From an optimization exercise on the open Yosys and OpenROAD flow, aimed at small area; shortcuts taken in it are not production practice.
The RTL of this run was laid out without a check of its function.
Power and IR drop assume default switching activity.

==> flow/config.mk <==
export PLATFORM = sky130hd
export DESIGN_NAME = hockey
export DESIGN_NICKNAME = hockey
export VERILOG_FILES = /design/flow/design.v
export SDC_FILE = /design/flow/constraint.sdc
export NUM_CORES = 4
export LEC_CHECK = 0
export CAP_MARGIN = 20
export CORE_MARGIN = 2
export CORE_UTILIZATION = 40
export PLACE_DENSITY = 0.6
export SLEW_MARGIN = 20
==> flow/constraint.sdc <==
create_clock -name core_clock -period 5.0 [get_ports {clk}]
set_input_delay 1.0000 -clock core_clock [delete_from_list [all_inputs] [get_ports {clk}]]
set_output_delay 1.0000 -clock core_clock [all_outputs]
set_load 0.01 [all_outputs]
==> flow/design.v <==
module hockey(
    input clk,
    input rst,
    input BTN_A,
    input BTN_B,
    input [1:0] DIR_A,
    input [1:0] DIR_B,
    input [2:0] Y_in_A,
    input [2:0] Y_in_B,
    output reg [6:0] SSD5,
    output reg [6:0] SSD4, 
    output reg [6:0] SSD2,
    output reg [6:0] SSD1,
    output reg [6:0] SSD0, 
	output reg [2:0] X_COORD,
	output reg [2:0] Y_COORD,
    output reg LD0,
    output reg LD5,
    output reg LD6,
    output reg LD7,
    output reg LD8,
    output reg LD9,
    output reg LD15
    );
    parameter [3:0] IDLE = 0;
    parameter [3:0] DISP = 1;
    parameter [3:0] HIT_A = 2;
    parameter [3:0] HIT_B = 3;
    parameter [3:0] SEND_A = 4;
    parameter [3:0] SEND_B = 5; 
    parameter [3:0] RESP_A = 6;
    parameter [3:0] RESP_B = 7;
    parameter [3:0] GOAL_A = 8;
    parameter [3:0] GOAL_B = 9;
    parameter [3:0] END_state = 10;
    reg Turn;
    reg [1:0] Timer;
    reg [1:0] direction_Y;
    reg [1:0] Score_A;
    reg [1:0] Score_B;
    reg [3:0] State; 
    always @(posedge clk or posedge rst)  
    begin
        if(rst) begin
            State <= IDLE;
            Timer <= 0;
            Score_A <= 0;
            Score_B <= 0;
            X_COORD <= 0;
            Y_COORD <= 0;
            SSD2 <= 7'b0000000;  
            SSD0 <= 7'b0000000;
            SSD5 <= 7'b0000000;
            SSD4 <= 7'b0000000;
            SSD1 <= 7'b0000000;
            Turn <= 0;
            direction_Y <= 0;
            LD0 <=0;
            LD5 <=0;
            LD6 <=0;
            LD7 <=0;
            LD8 <=0;
            LD9 <=0;
            LD15 <=0;
        end
        else begin
        case(State)
        IDLE:
        begin
        if(BTN_A  == 1)
        begin
            Turn<= 0;
            State <= DISP; 
        end
        else if(BTN_B == 1)begin
            Turn<= 1;  
            State <= DISP; 
        end
        else begin
            State <=IDLE ;
        end
        end
        DISP: 
        begin
            SSD2<=Score_A; 
            SSD1 <= 7'b1111110;
            SSD0<=Score_B;
            if(Timer < 2) begin
                Timer <= Timer + 1;
                State <= DISP;
            end
            else begin
                Timer <= 0 ;
                if(Turn == 1)begin
                    State <= HIT_B; 
                end
                else begin
                    State <= HIT_A; 
                end
            end
        end
        HIT_B: begin
            LD9<=0;
            LD8<=0;
            LD7<=0;
            LD6<=0;
            LD5<=0;
            LD0<=1; 
            SSD2 <= 7'b0000000;  
            SSD0 <= 7'b0000000;
            SSD1 <= 7'b0000000;
        if(BTN_B == 1 && (Y_in_B <5)) begin
            X_COORD <= 4;
            Y_COORD <= Y_in_B;
            direction_Y <= DIR_B;
            State <= SEND_A; 
        end
        else begin
            State <= HIT_B; 
        end
        end
        HIT_A: begin
            LD9 <= 0;
            LD8 <= 0;
            LD7 <= 0;
            LD6 <= 0;
            LD5 <= 0;
            LD15 <=1;  
            SSD2 <= 7'b0000000;  
            SSD0 <= 7'b0000000;
            SSD1 <= 7'b0000000;
        if(BTN_A == 1 && (Y_in_A < 5)) begin
            X_COORD <= 0;
            Y_COORD <= Y_in_A;
            direction_Y <= DIR_A;
            State <= SEND_B; 
        end
        else begin
            State <= HIT_A; 
        end
        end
        SEND_A:  begin
            LD0<=0;
            if(X_COORD==4)begin LD9<=1;SSD4<=4; end
            else if(X_COORD==3)begin LD9<=0; LD8<=1;SSD4<=3; end
            else if(X_COORD==2)begin LD8<=0; LD7<=1;SSD4<=2; end
            else if(X_COORD==1)begin LD7<=0; LD6<=1;SSD4<=1; end
            else if(X_COORD==0)begin LD6<=0; LD5<=1;SSD4<=0; end
            SSD5<=Y_COORD;
            if(Timer < 2)begin
                Timer <= Timer + 1;
                State<=SEND_A;
            end
            else begin
               Timer <= 0;
               if(direction_Y == 0) begin  
                if(X_COORD > 1)begin
                    X_COORD <= X_COORD -1;
                    SSD4<=SSD4-1;
                    State <= SEND_A;
                end
                else begin
                    X_COORD <= 0;
                    SSD4<=SSD4-1;
                    State <= RESP_A; 
                end
               end
               if(direction_Y == 2'b01)begin  
                 if(Y_COORD == 4)begin
                    direction_Y <= 2'b10;
                    Y_COORD <= Y_COORD - 1;  
                    SSD5<=SSD5-1;  
                    if(X_COORD > 1)begin
                        X_COORD <= X_COORD -1;
                        SSD4<=SSD4-1;
                        State <= SEND_A;  
                    end
                    else begin
                        X_COORD <= 0;
                        SSD4<=SSD4-1;
                        State <= RESP_A; 
                    end
                end
                else begin
                    Y_COORD <= Y_COORD + 1;
                    SSD5<=SSD5+1;
                    if(X_COORD > 1)begin
                        X_COORD <= X_COORD -1;
                        SSD4<=SSD4-1;
                        State <= SEND_A  ;    
                    end
                    else begin
                        X_COORD <= 0;
                        SSD4<=SSD4-1;
                        State <= RESP_A; 
                    end
                end
               end
               if(direction_Y == 2'b10)begin  
                   if(Y_COORD == 0)begin
                    direction_Y <= 2'b01;
                    Y_COORD <= Y_COORD + 1;
                    SSD5<=SSD5+1; 
                    if(X_COORD > 1)begin
                        X_COORD <= X_COORD -1;
                        SSD4<=SSD4-1;
                        State <= SEND_A   ;   
                    end
                    else begin
                        X_COORD <= 0;
                        SSD4<=SSD4-1;
                        State <= RESP_A; 
                    end
                   end
                   else begin
                    Y_COORD <= Y_COORD - 1;
                    SSD5<=SSD5-1; 
                    if(X_COORD > 1)begin
                        X_COORD <= X_COORD -1;
                        SSD4<=SSD4-1;
                        State <= SEND_A  ;    
                    end
                    else begin
                        X_COORD <= 0;
                        SSD4<=SSD4-1;
                        State <= RESP_A; 
                    end
                   end
                end
            end
        end
        SEND_B: begin
            LD15<=0;
            if(X_COORD==0)begin LD5<=1;SSD4<=0; end
            else if(X_COORD==1)begin LD5<=0; LD6<=1;SSD4<=1; end
            else if(X_COORD==2)begin LD6<=0; LD7<=1;SSD4<=2; end
            else if(X_COORD==3)begin LD7<=0; LD8<=1;SSD4<=3; end
            else if(X_COORD==4)begin LD8<=0; LD9<=1;SSD4<=4; end
            if(Y_COORD==5)begin SSD5<=5; end
            else if(Y_COORD==4)begin  SSD5<=4; end
            else if(Y_COORD==3)begin  SSD5<=3; end
            else if(Y_COORD==2)begin  SSD5<=2; end
            else if(Y_COORD==1)begin  SSD5<=1; end
            if(Timer < 2) begin
                Timer <= Timer + 1;
                State <= SEND_B;
            end
            else begin
                Timer <= 0;
                if(direction_Y == 2'b00) begin  
                    if(X_COORD < 3)begin
                        X_COORD <= X_COORD + 1;
                        SSD4 <= SSD4 +1;
                        State <= SEND_B;
                    end
                    else begin
                        X_COORD <= 4;
                        SSD4<=SSD4+1;
                        State <= RESP_B;
                    end
                end
                else if(direction_Y == 2'b01)begin 
                    if(Y_COORD == 4)begin
                        direction_Y <= 2'b10;
                        Y_COORD <= Y_COORD - 1;
                        SSD5<=SSD5-1;
                        if(X_COORD < 3)begin
                            X_COORD <= X_COORD + 1;
                            SSD4<= SSD4+1;
                            State <= SEND_B;
                        end
                        else begin
                            X_COORD <= 4;
                            SSD4<=SSD4+1;
                            State <= RESP_B;
                        end
                    end
                    else begin
                        Y_COORD <= Y_COORD + 1;
                        SSD5<=SSD5+1;
                        if(X_COORD < 3)begin
                            X_COORD <= X_COORD + 1;
                            SSD4<=SSD4+1;
                            State <= SEND_B;
                        end
                        else begin
                            X_COORD <= 4;
                            SSD4<=SSD4+1;
                            State <= RESP_B;
                        end
                    end
                end
                else if(direction_Y == 2'b10) begin 
                        if(Y_COORD == 0)begin
                            direction_Y <= 2'b01;
                            Y_COORD <= Y_COORD + 1;
                            SSD5<=SSD5+1;
                            if(X_COORD < 3)begin
                                X_COORD <= X_COORD + 1;
                                SSD4<=SSD4+1;
                                State <= SEND_B;
                            end
                            else begin
                                X_COORD <= 4;
                                SSD4<=SSD4+1;
                                State <= RESP_B;
                            end
                        end
                        else begin
                            Y_COORD <= Y_COORD - 1;
                            SSD5<=SSD5-1;
                            if(X_COORD < 3)begin
                                X_COORD <= X_COORD + 1;
                                SSD4<=SSD4+1;
                                State <= SEND_B;
                            end
                            else begin
                                X_COORD <= 4;
                                SSD4<=SSD4+1;
                                State <= RESP_B;
                            end
                         end
                end
            end
        end
    RESP_A: begin
     LD5<=0;
     if(Timer < 2)begin
        if(BTN_A == 1 && (Y_COORD == Y_in_A))begin
          X_COORD <= 1;
          Timer <= 0;
          if(DIR_A == 2'b00) begin
            direction_Y <= DIR_A;
            State <= SEND_B;
            end
          else if(DIR_A == 2'b01) begin
            if(Y_COORD == 4)begin
                direction_Y <= 2'b10;
                Y_COORD <= Y_COORD -1;
                State <= SEND_B;
            end
            else begin
                direction_Y <= DIR_A;
                Y_COORD <= Y_COORD +1;
                State <= SEND_B;
            end
          end
          else if(DIR_A == 2'b10)begin
            if(Y_COORD == 0)begin
                direction_Y <= 2'b01;
                Y_COORD <= Y_COORD + 1;
                State <= SEND_B;
            end
            else begin
                direction_Y <= DIR_A;
                Y_COORD <= Y_COORD - 1;
                State <= SEND_B;
            end
          end
        end
        else begin
            Timer <=Timer + 1;
            State <= RESP_A;
         end
     end
     else begin
        Timer <= 0;
        Score_B <= Score_B + 1;
        State <= GOAL_B;
     end
    end
    RESP_B: begin
    LD9<=0;
    if(Timer < 2)begin
       if(BTN_B== 1 && (Y_COORD == Y_in_B))begin
        X_COORD <= 3;
        Timer <= 0;
        if(DIR_B == 2'b00)begin
            direction_Y <= DIR_B;
            State <= SEND_A;
        end
        else if(DIR_B == 2'b01) begin
            if(Y_COORD == 4)begin
                direction_Y <= 2'b10;
                Y_COORD <= Y_COORD -1;
                State <= SEND_A;
            end
            else begin
                direction_Y <= DIR_B   ;
                Y_COORD <= Y_COORD + 1;
                State <= SEND_A;
            end
        end
        else if(DIR_B == 2'b10) begin
            if(Y_COORD == 0)begin
                direction_Y <= 2'b01;
                Y_COORD <= Y_COORD +1;
                State <= SEND_A;
            end
            else begin
                direction_Y <= DIR_B;
                Y_COORD <= Y_COORD -1;
                State <= SEND_A;
            end
        end
       end
       else begin
        Timer <= Timer + 1;
        State <= RESP_B;
       end
    end
    else begin
        Timer <= 0;
        Score_A <= Score_A + 1;
        State <= GOAL_A; 
    end
    end
    GOAL_B: begin
        LD9<=1;
        LD8<=1;
        LD7<=1;
        LD6<=1;
        LD5<=1;
        SSD0<=Score_B;
        SSD2<=Score_A;
        if(Timer < 2) begin
            Timer <= Timer + 1;
            State <= GOAL_B; 
        end
        else begin
            Timer <= 0;
            if(Score_B == 3) begin
                Turn <= 1; 
                State <= END_state; 
            end
            else begin
                State <= HIT_A; 
            end
        end
    end
    GOAL_A: begin
        LD9<=1;
        LD8<=1;
        LD7<=1;
        LD6<=1;
        LD5<=1;
        SSD2<=Score_A;
        SSD0<=Score_B;
        if(Timer < 2)begin
            Timer <= Timer + 1;
            State <= GOAL_A; 
        end
        else begin
            Timer <= 0;
            if(Score_A == 3)begin
                Turn <= 0;
                State <= END_state; 
            end
            else begin
                State <= HIT_B; 
            end
        end
    end
    END_state: begin
        SSD0<=Score_B;
        SSD2<=Score_A;
        if(Score_A==2'b10)begin SSD5<= 7'b1100000; end
        else if(Score_B==2'b10)begin SSD5<= 7'b0001000; end
        if (Timer % 4 == 0) begin
            LD9 <= ~LD9;  
            LD8 <= ~LD8;  
            LD7 <= ~LD7;  
            LD6 <= ~LD6;  
            LD5 <= ~LD5;  
        end
        Timer <= Timer + 1;    
        State <= END_state; 
    end
endcase
end
end
endmodule
==> flow/run.sh <==
#!/bin/bash
# synth_recipe.tcl (not shown) runs the flow's synth.tcl, then flattens the netlist and writes it again
# the make line also repeats each setting of config.mk as NAME=value (left out here)
make -C /OpenROAD-flow-scripts/flow DESIGN_CONFIG=/design/flow/config.mk WORK_HOME=/design/flow/orfs CLKGATE_MAP_FILE= SYNTH_SCRIPT=/design/flow/synth_recipe.tcl finish
==> results.txt <==
[final cells by class]
| type | instances | area (um2) | area share |
|---|---|---|---|
| multi-input combinational | 530 | 3490 | 0.620 |
| sequential | 45 | 1130 | 0.200 |
| timing repair buffer | 55 | 538 | 0.0955 |
| tap | 168 | 210 | 0.0373 |
| clock buffer | 8 | 136 | 0.0242 |
| inverter | 35 | 133 | 0.0235 |
[through the flow]
| stage | hold slack (ns) | power (mW) | cells | utilization |
|---|---|---|---|---|
| after floorplan | 0.493 | 2.77 | 677 | - |
| after global placement | 0.476 | 3.50 | 833 | 0.452 |
| after detailed placement | 0.486 | 3.53 | 833 | 0.452 |
| after CTS | 0.494 | 3.89 | 841 | 0.463 |
| after global routing | 0.537 | 4.25 | 841 | 0.463 |
| final | 0.485 | 3.91 | 841 | 0.463 |
[per-layer routing]
metal	wire, um	track usage
met5	0	0
met4	233	0.0786
met3	904	0.0379
met2	7330	0.381
met1	6820	0.305
[report_power, final]
part	total, mW	internal [mW]	switching (mW)
clock	0.336	0.187	0.150
combinational	2.70	1.15	1.56
sequential	0.872	0.525	0.347
[worst max-delay path: cells and delay by family]
kind / cells / cell delay (ns)
compound gates: 3 / 1.06
buf+inv: 1 / 0.47
simple gates: 2 / 0.45
mux: 1 / 0.38
[kinds of logic (layout without fill, tap and decap cells)]
family	after synthesis	after routing	share of synthesized area
AND/OR/NAND/NOR	198	198	0.204
adder cells (fa/ha/maj)	31	31	0.0770
XOR/XNOR	16	16	0.0278
flip-flops	45	45	0.224
AO/OA/AOI/OAI	254	254	0.331
multiplexers	20	20	0.0442
buffers and inverters	102	98	0.0924
other	1	11	0.000744
[placed cells by master (no fill, tap or decap), types with 6 or more instances in the layout]
master,instances
nor3_1,6
clkdlybuf4s50_1,50
a32oi_1,14
nand2_1,51
o31ai_1,7
mux2_2,8
o21ai_0,74
nor2b_1,11
inv_1,32
conb_1,11
a21oi_1,58
xnor2_1,11
nand4_1,6
nand3_1,17
a211oi_1,6
ha_1,31
mux2i_1,11
o221ai_1,9
nor2_1,52
dfrtp_1,45
o22ai_1,15
nand2b_1,12
a31oi_1,10
[final timing paths]
kind,startpoint,endpoint,cells past startpoint
worst max-delay path,Y_in_A[1],Y_COORD[0]$_DFFE_PP0P_,7
worst min-delay path,SSD4[6]$_DFFE_PP0N_,SSD4[6]$_DFFE_PP0N_,1
worst max register to register,Y_COORD[0]$_DFFE_PP0P_,SSD5[6]$_DFFE_PP0P_,8
worst min register to register,SSD4[6]$_DFFE_PP0N_,SSD4[6]$_DFFE_PP0N_,1
max in group asynchronous,rst,Score_A[0]$_DFFE_PP0P_,2
min in group asynchronous,rst,SSD5[1]$_DFFE_PP0P_,2
[flip-flops by register name, indices dropped and copies added (netlist names)]
| register | flops |
|---|---|
| SSD1 | 1 |
| SSD5 | 7 |
| Turn | 1 |
| Y_COORD | 3 |
| LD7 | 1 |
| LD0 | 1 |
| LD9 | 1 |
| SSD4 | 7 |
| LD15 | 1 |
| direction_Y | 2 |
| Timer | 2 |
| SSD2 | 2 |
| Score_B | 2 |
| LD8 | 1 |
| X_COORD | 3 |
| LD6 | 1 |
| State | 4 |
| Score_A | 2 |
| LD5 | 1 |
| SSD0 | 2 |
==> results.txt <==
* Count leader, synth: o21ai_0
* Initial antenna violation count at 0
* Synth top cells by count: o21ai_0, a21oi_1, nor2_1
* Flop-to-flop setup slack at 1.88 ns
* Cells after Synth at 667
* Setup bufs post-CTS at 0
* Vias per cell at 6.20
* Min Tclk post-route at 3.17 ns
* Worst setup EP type: flip-flop
* CP arrival at 3.36 ns
* Share of the synthesized area in the top cell type at 0.224
* Setup WS pre-CTS at 1.56 ns
* Unrepaired setup endpoints after global routing: false
* Ratio of cells with drive above 1 in the final layout at 0.0639
* Sink Count at 45
* First-pass detailed-route iteration total at 6
* Max Fclk at 315 MHz
* First-pass GRT wire length at 24900 um
* Cell area after synthesis at 5040 um2
* Row count at 40
* Die height at 116 um
* CP peak stage delay at 0.48 ns
* Clock H-tree levels at 2
* Setup ws final at 1.83 ns
* Port Buf Inserts at 50
* Gpl congestion at 0.910
* Post-synth EDFFs at 0
* Hold Vio Cnt, Final at 0
* DRC at 0
* Slew Viols, Final at 0
* Diodes inserted at 0
* CTS clock-pin slew for the worst setup and hold paths at 0.07 ns
* Sequential area share after synthesis at 0.224
* Clk latency of the worst-skew pair at 0.30 ns
* Relative slew margins at 0.291
* Post-synth top flop: dfrtp_1
* Worst-path maximum fanout at 4
* Core Region at 12200 um2
* Wire length per cell at 18.2 um
* Die Footprint at 13500 um2
* CTS Buf Count at 5
* Yosys cell types at 83
* Vias in the first global route at 4917
* Remaining antenna violation count at 0
* #FFs+latches synth at 45
* Worst Path Required at 5.19 ns
* Via Count at 5210
* Ys Warns at 1
* Pin count of the biggest net entering global routing at 51
* Setup Skew at 0.00818 ns
* Status: complete, no violations
* Worst-case clock buffer depth at 2
* # hold bufs at CTS at 0
* 1st-iter DRT viols at 567
* Synth area leaders: dfrtp_1, ha_1, o21ai_0
* CTS resizes at 0
* Crit path kind: input pin to flip-flop
* Post-DP Area at 5500 um2
* Overflow after GRT at 0
* Post-Route WL at 15300 um
* CTS tree: built
* Slowest stage cell, crit path: a2111oi_4
* Final Cell Area at 5630 um2
* Post-synth ARST share at 1.00
* CTS Root Cell: clkbuf_16
* Final setup viols at 0
* Fillcell total at 1216
* Worst vdd ir at 0.327 mV
* Horiz. Die Dim at 116 um
* Critical Path Start Type: input pin
* Leakage power at 2.19 nW
* Largest area contributor in the netlist: dfrtp_1
* Hold Crit Class: flip-flop to flip-flop
* TNS Setup at 0 ns
* Area grow syn2layout at 11.8%
* Syn avg cell area at 7.55 um2
* IO Count at 62
* Max-cap viol count at 0
* CP cell instances: clkdlybuf4s50_1, o21ai_0, a32oi_1, a2111oi_4, nand2_1, nor3_2, mux2_2
* GRT Overall Usage at 0.230
* Initial Util at 0.414
* Period utilization at 0.635
* Slew @ Worst Pin at 1.05 ns
* Final #Nets at 717
* Power Density at 695 nW/um2
* Detailed Place HPWL at 10900 um

-- afterwards: timing with drivers on the ports --
The flow's constraints put no driver on any port. The routed layout listed below was extracted and timed again, unchanged, in two steps. Step 1 (the two cells are an assumption about what drives the block):
set clk [get_ports {clk}]
set_driving_cell -lib_cell sky130_fd_sc_hd__clkbuf_16 $clk
set_driving_cell -lib_cell sky130_fd_sc_hd__buf_2 [delete_from_list [all_inputs] $clk]
Step 2 also shifts input and output timing later by t, the mid clock arrival at the registers, as if the neighbouring blocks saw the same clock. Slacks: ideal / step 1 / step 2; pairs: ideal / step 1.
shift t [ns]: 0.334
slack for setup (ns): 1.826 / 1.843 / 1.509
worst hold slack (ns): 0.485 / 0.485 / 0.485
worst register clock-pin slew, ns: 0.07 / 0.07
worst slew at a driven data input, ns: 0.03
After both steps setup and hold are still met in this run. For this run, drivers alone change the setup slack by +0.017 ns; drivers and shift together by -0.317 ns.
